This is an optimization exercise on Yosys and OpenROAD, whose aim is small area and a short achievable clock period, not a production implementation. Where RTL was checked, it was by simulation tests only, not by an equivalence proof against the original. No activity file was given, so power comes from the tool's default toggle rates.

==> module alu_pre, before the edit <==
module alu_pre(instruction, regA, regB, p, g, sh, sl, sr, fctl, beq);
input  [31:0] instruction, regA, regB;
output [31:0] p;           
output [31:0] g;           
output        sh;          
output        sl, sr;      
output [3:0]  fctl;        
output        beq;         
function [4:0] neg5(input [4:0] x);   
    neg5 = {x[4] ^ (|x[3:0]), x[3] ^ (|x[2:0]), x[2] ^ (|x[1:0]),
            x[1] ^ x[0], x[0]};
endfunction
wire [5:0] op = instruction[31:26];
wire [5:0] fn = instruction[5:0];
wire       rsz = (instruction[25:21] == 5'b0);
wire r = (op == 6'b000000);
wire r_add  = r & (fn == 6'b100000);
wire r_addu = r & (fn == 6'b100001);
wire r_sub  = r & (fn == 6'b100010);
wire r_subu = r & (fn == 6'b100011);
wire r_and  = r & (fn == 6'b100100);
wire r_or   = r & (fn == 6'b100101);
wire r_xor  = r & (fn == 6'b100110);
wire r_nor  = r & (fn == 6'b100111);
wire r_slt  = r & (fn == 6'b101010);
wire r_sltu = r & (fn == 6'b101011);
wire r_sll  = r & (fn == 6'b000000);
wire r_srl  = r & (fn == 6'b000010 || fn == 6'b000011);
wire r_sllv = r & (fn == 6'b000100);
wire r_srlv = r & (fn == 6'b000110 || fn == 6'b000111);
wire i_addi  = (op == 6'b001000);
wire i_addiu = (op == 6'b001001);
wire i_andi  = (op == 6'b001100);
wire i_ori   = (op == 6'b001101);
wire i_xori  = (op == 6'b001110);
wire i_beq   = (op == 6'b000100) | (op == 6'b000101);
wire i_slti  = (op == 6'b001010);
wire i_sltiu = (op == 6'b001011);
wire i_mem   = (op == 6'b100011) | (op == 6'b101011);
wire sub   = r_sub | r_subu | r_slt | r_sltu | i_beq | i_slti | i_sltiu;
wire add   = r_add | r_addu | i_addi | i_addiu | i_mem;
wire simm  = i_addi | i_slti | i_mem;
wire l_and = r_and | i_andi;
wire l_or  = r_or | i_ori;
wire l_xor = r_xor | i_xori;
wire shl   = r_sll | r_sllv;
wire shr   = r_srl | r_srlv;
wire shc   = r_sll | r_srl;
wire [31:0] imm = {{16{simm & instruction[15]}}, instruction[15:0]};
wire        rr = r | i_beq;                     
wire [31:0] u = (rr | rsz) ? regA : regB;
wire [31:0] v = rr ? regB : imm;
wire       big   = rsz ? (|regA[31:5]) : (|regB[31:5]);
wire       shz   = (r_sllv | r_srlv) & big;       
wire [3:0] fp = ({4{add}}   & 4'b0110) | ({4{sub}}   & 4'b1001)
              | ({4{l_and}} & 4'b1000) | ({4{l_or}}  & 4'b1110)
              | ({4{l_xor}} & 4'b0110) | ({4{r_nor}} & 4'b0001)
              | ({4{shl | shr}} & 4'b1010);
wire [3:0] fg = ({4{add}} & 4'b1000) | ({4{sub}} & 4'b0100);
wire [3:0] fp0 = sub ? 4'b0110 : fp;
wire [3:0] fg0 = sub ? 4'b1101 : fg;
wire       sw = rr & ~rsz;
wire [3:0] tp = sw ? {fp[3], fp[1], fp[2], fp[0]} : fp;
wire [3:0] tg = sw ? {fg[3], fg[1], fg[2], fg[0]} : fg;
wire [3:0] tp0 = sw ? {fp0[3], fp0[1], fp0[2], fp0[0]} : fp0;
wire [3:0] tg0 = sw ? {fg0[3], fg0[1], fg0[2], fg0[0]} : fg0;
wire [4:0] sh_c = shl ? instruction[10:6] : neg5(instruction[10:6]);
wire [4:0] sh_a = shc ? sh_c : shl ? regA[4:0] : neg5(regA[4:0]);
wire [4:0] sh_b = shc ? sh_c : shl ? regB[4:0] : neg5(regB[4:0]);
wire [4:0] ra   = rsz ? sh_a : sh_b;
genvar i;
generate for (i = 0; i < 32; i = i + 1) begin : bt
    if (i == 0) begin : z
        assign p[i] = tp0[{u[i], v[i]}];
        assign g[i] = tg0[{u[i], v[i]}];
    end else if (i >= 27) begin : a
        assign p[i] = tp[{u[i], v[i]}];
        assign g[i] = (shl | shr) ? ra[i-27] : tg[{u[i], v[i]}];
    end else begin : n
        assign p[i] = tp[{u[i], v[i]}];
        assign g[i] = tg[{u[i], v[i]}];
    end
end endgenerate
assign sh = shl | shr;
wire       sz = (ra == 5'd0);
assign sl = (shl | (shr & sz)) & ~shz;
assign sr = shr & ~sz & ~shz;
wire ab31 = regA[31] ^ regB[31];
assign fctl = {(r_add & ~ab31) | (r_sub & ab31) | i_addi,
               i_addi ? instruction[15] : (rsz ? regA[31] : regB[31]),
               r_slt | i_slti, r_sltu | i_sltiu};
assign beq = i_beq;
endmodule
clock: 6.0 ns
lec_check: 0
abc_area: 1
cap_margin: 20
core_margin: 2
core_utilization: 40
setup_slack_margin: 3.3
slew_margin: 20
tns_end_percent: 5
standard.sh (not shown) runs the stock make flow with config.mk's settings and CLKGATE_MAP_FILE= SYNTH_SCRIPT=/design/flow/synth_recipe.tcl, a recipe that flattens the netlist after the stock synthesis.
==> flow/flow/run.sh <==
#!/bin/bash
# Standard ORFS layout, with plain buffers on the ports instead of the
# delay-cell buffers buffer_ports picks by default, and timing repair free
# to change a cell's footprint.
set -euo pipefail
bash standard.sh 'BUFFER_PORTS_ARGS=-buffer_cell sky130_fd_sc_hd__buf_1' MATCH_CELL_FOOTPRINT=0 finish > standard.log 2>&1
Rerun with:
--- a/flow/design.v
+++ b/flow/design.v
@@ -48,12 +48,10 @@
 wire shc   = r_sll | r_srl;
 wire [31:0] imm = {{16{simm & instruction[15]}}, instruction[15:0]};
 wire        rr = r | i_beq;                     
 wire [31:0] u = (rr | rsz) ? regA : regB;
 wire [31:0] v = rr ? regB : imm;
-wire       big   = rsz ? (|regA[31:5]) : (|regB[31:5]);
-wire       shz   = (r_sllv | r_srlv) & big;       
 wire [3:0] fp = ({4{add}}   & 4'b0110) | ({4{sub}}   & 4'b1001)
               | ({4{l_and}} & 4'b1000) | ({4{l_or}}  & 4'b1110)
               | ({4{l_xor}} & 4'b0110) | ({4{r_nor}} & 4'b0001)
               | ({4{shl | shr}} & 4'b1010);
 wire [3:0] fg = ({4{add}} & 4'b1000) | ({4{sub}} & 4'b0100);
@@ -80,13 +78,21 @@
         assign p[i] = tp[{u[i], v[i]}];
         assign g[i] = tg[{u[i], v[i]}];
     end
 end endgenerate
 assign sh = shl | shr;
-wire       sz = (ra == 5'd0);
-assign sl = (shl | (shr & sz)) & ~shz;
-assign sr = shr & ~sz & ~shz;
+wire       szc = (instruction[10:6] == 5'd0);
+wire       sza = shc ? szc : (regA[4:0] == 5'd0);
+wire       szb = shc ? szc : (regB[4:0] == 5'd0);
+wire       zva = (r_sllv | r_srlv) & (|regA[31:5]);
+wire       zvb = (r_sllv | r_srlv) & (|regB[31:5]);
+wire       sla = (shl | (shr & sza)) & ~zva;
+wire       slb = (shl | (shr & szb)) & ~zvb;
+wire       sra = shr & ~sza & ~zva;
+wire       srb = shr & ~szb & ~zvb;
+assign sl = rsz ? sla : slb;
+assign sr = rsz ? sra : srb;
 wire ab31 = regA[31] ^ regB[31];
 assign fctl = {(r_add & ~ab31) | (r_sub & ab31) | i_addi,
                i_addi ? instruction[15] : (rsz ? regA[31] : regB[31]),
                r_slt | i_slti, r_sltu | i_sltiu};
 assign beq = i_beq;
Total power came out higher by 5.4%.
Via count climbs by 6.7%.
Routed wire length increases by 3.3%.
Cell area increases by 3.5%.
Final cell count increases by 5.2%.
Critical path depth decreases by 3.
Combinational power climbs by 4.8%.
Synthesized cell count went up by 7.0%.
The RTL of the first run of this note was laid out without a check of its function.

-- what the ideal ports hide --
Ports are ideal in the flow. The routed layouts listed here were re-timed in OpenROAD.
Step 1 (the two cells are an assumption about what drives the block):
set clk [get_ports {clk}]
set_driving_cell -lib_cell sky130_fd_sc_hd__clkbuf_16 $clk
set_driving_cell -lib_cell sky130_fd_sc_hd__buf_2 [delete_from_list [all_inputs] $clk]
Step 2, shift: input delay + t, output delay - t, t = (earliest + latest rising clock arrival at the registers) / 2. This alone moves slack from input paths to output paths.
Three values: ideal ports, drivers, drivers and shift; two values: the first two.
run | t (ns) | setup slack, ns | worst setup path at the end
the first run | 0.414 | 3.275 / 3.293 / 2.879 | input to register
the second run | 0.412 | 3.286 / 3.311 / 2.899 | input to register
After both steps setup and hold are still met in every run listed. For the first run, which loses most, drivers alone change the setup slack by +0.018 ns; drivers and shift together by -0.396 ns.
